This design comes from an exercise in tuning for small area and a short achievable clock period on the open sky130 flow, not from production work. In this exercise RTL edits were held to simulation tests only and were not proved equivalent to the original.

## des
module des(
	input wire clk,
	input wire rst,
	input wire [63:0] id,
	input wire [63:0] key,
	input wire invalid,
	output wire [63:0] od,
	output wire outvalid
);
	wire [47:0] x1 = {id[57], id[7], id[15], id[23], id[31], id[39], id[31], id[39], id[47], id[55], id[63], id[5], id[63], id[5], id[13], id[21], id[29], id[37], id[29], id[37], id[45], id[53], id[61], id[3], id[61], id[3], id[11], id[19], id[27], id[35], id[27], id[35], id[43], id[51], id[59], id[1], id[59], id[1], id[9], id[17], id[25], id[33], id[25], id[33], id[41], id[49], id[57], id[7]} ^ {key[54], key[13], key[30], key[4], key[15], key[47], key[31], key[7], key[62], key[55], key[45], key[22], key[61], key[29], key[38], key[39], key[20], key[6], key[5], key[63], key[28], key[37], key[46], key[23], key[42], key[36], key[25], key[10], key[27], key[60], key[17], key[34], key[59], key[11], key[41], key[35], key[3], key[43], key[26], key[1], key[49], key[44], key[19], key[50], key[51], key[2], key[9], key[33]};
	wire [3:0] s1_0;
	des_sb0 u1_0 (.x5(x1[47]), .x4(x1[46]), .x3(x1[45]), .x2(x1[44]), .x1(x1[43]), .x0(x1[42]), .y3(s1_0[3]), .y2(s1_0[2]), .y1(s1_0[1]), .y0(s1_0[0]));
	wire [3:0] s1_1;
	des_sb1 u1_1 (.x5(x1[41]), .x4(x1[40]), .x3(x1[39]), .x2(x1[38]), .x1(x1[37]), .x0(x1[36]), .y3(s1_1[3]), .y2(s1_1[2]), .y1(s1_1[1]), .y0(s1_1[0]));
	wire [3:0] s1_2;
	des_sb2 u1_2 (.x5(x1[35]), .x4(x1[34]), .x3(x1[33]), .x2(x1[32]), .x1(x1[31]), .x0(x1[30]), .y3(s1_2[3]), .y2(s1_2[2]), .y1(s1_2[1]), .y0(s1_2[0]));
	wire [3:0] s1_3;
	des_sb3 u1_3 (.x5(x1[29]), .x4(x1[28]), .x3(x1[27]), .x2(x1[26]), .x1(x1[25]), .x0(x1[24]), .y3(s1_3[3]), .y2(s1_3[2]), .y1(s1_3[1]), .y0(s1_3[0]));
	wire [3:0] s1_4;
	des_sb4 u1_4 (.x5(x1[23]), .x4(x1[22]), .x3(x1[21]), .x2(x1[20]), .x1(x1[19]), .x0(x1[18]), .y3(s1_4[3]), .y2(s1_4[2]), .y1(s1_4[1]), .y0(s1_4[0]));
	wire [3:0] s1_5;
	des_sb5 u1_5 (.x5(x1[17]), .x4(x1[16]), .x3(x1[15]), .x2(x1[14]), .x1(x1[13]), .x0(x1[12]), .y3(s1_5[3]), .y2(s1_5[2]), .y1(s1_5[1]), .y0(s1_5[0]));
	wire [3:0] s1_6;
	des_sb6 u1_6 (.x5(x1[11]), .x4(x1[10]), .x3(x1[9]), .x2(x1[8]), .x1(x1[7]), .x0(x1[6]), .y3(s1_6[3]), .y2(s1_6[2]), .y1(s1_6[1]), .y0(s1_6[0]));
	wire [3:0] s1_7;
  ...
Size in the first run: ~200 I/O pins.
Settings: LEC_CHECK=0, CAP_MARGIN=20, CORE_MARGIN=2, CORE_UTILIZATION=40, PLACE_DENSITY=0.6, SETUP_SLACK_MARGIN=1.2, SLEW_MARGIN=20; clock period 3.3 ns.
standard.sh (not shown) runs the stock make flow with config.mk's settings and CLKGATE_MAP_FILE= SYNTH_SCRIPT=/design/flow/synth_recipe.tcl, a recipe that flattens the netlist after the stock synthesis.
==> flow/flow/run.sh <==
#!/bin/bash
# The standard layout, with two changes to synthesis only: ABC maps with an
# area-oriented script (flow/abc_map.script) and full/half adders are not extracted.
# Registers come out of the same dfflibmap step as in the standard synthesis.
set -euo pipefail
W=$PWD
sed -e "s#SYNTH_SCRIPT=[^ ]*#SYNTH_SCRIPT=$W/flow/my_synth.tcl ADDER_MAP_FILE=#" standard.sh > my_standard.sh
export MY_ABC_SCRIPT=$W/flow/abc_map.script
bash my_standard.sh > flow_make.log 2>&1
==> flow/flow/abc_map.script <==
&get -n
&st
&dch
&nf
&put
buffer -c
topo
stime -c
upsize -c
dnsize -c
==> flow/flow/my_synth.tcl <==
# synth_recipe.tcl with ABC's mapping script replaced by $::env(MY_ABC_SCRIPT)
proc synth {args} { yosys synth -nofsm -noshare {*}$args }
proc abc {args} {
  set i [lsearch -exact $args -script]
  if { $i >= 0 && [info exists ::env(MY_ABC_SCRIPT)] } { lset args [expr {$i+1}] $::env(MY_ABC_SCRIPT) }
  yosys abc {*}$args
}
source $::env(SCRIPTS_DIR)/synth.tcl
# left out here: clear keep_hierarchy, flatten, clean up, hide names made inside functions, write 1_2_yosys.v
The starting point produced a clean layout.
Rerun with:
- SETUP_SLACK_MARGIN: 1.2 -> 0.6
Cell area came out lower by 23%.
Count of clock-buffer cells in the layout came out higher by 13.
Worst setup slack degrades by 0.29 ns.
Synthesized area is unchanged.
Via count came out lower by about 9%.
Synthesized cell count stays the same.
Die area stays the same.
Global-route usage came out lower by 1.2 points.
Fmax came out lower by about 10%.
First-iteration DRC count came out lower by 13%.

==> static timing again, ports no longer ideal <==
How much do the figures lean on ideal ports? The routed layouts below were timed once more, with nothing changed but the port constraints. Step 1, drivers: a clkbuf_16 drives clk and a buf_2 each remaining input, both assumed. Step 2, shift: input delay + t, output delay - t, t = (earliest + latest rising clock arrival at the registers) / 2. This alone moves slack from input paths to output paths. Slacks: no drivers / after step 1 / after step 2; pairs: no drivers / after step 1.
| run | t, ns | slack for setup (ns) | hold WS [ns] | worst register clock-pin slew, ns |
|---|---|---|---|---|
| the first run | 0.970 | 0.868 / 0.868 / 0.399 | 0.025 / -0.053 / 0.318 | 0.07 / 0.07 |
| the second run | 0.960 | 0.581 / 0.581 / -0.008 | 0.238 / 0.161 / 0.324 | 0.07 / 0.07 |
With both steps, setup timing fails in the second run, where it was met with ideal ports. For the second run, which loses most, drivers alone change the setup slack by 0.000 ns; drivers and shift together by -0.589 ns.
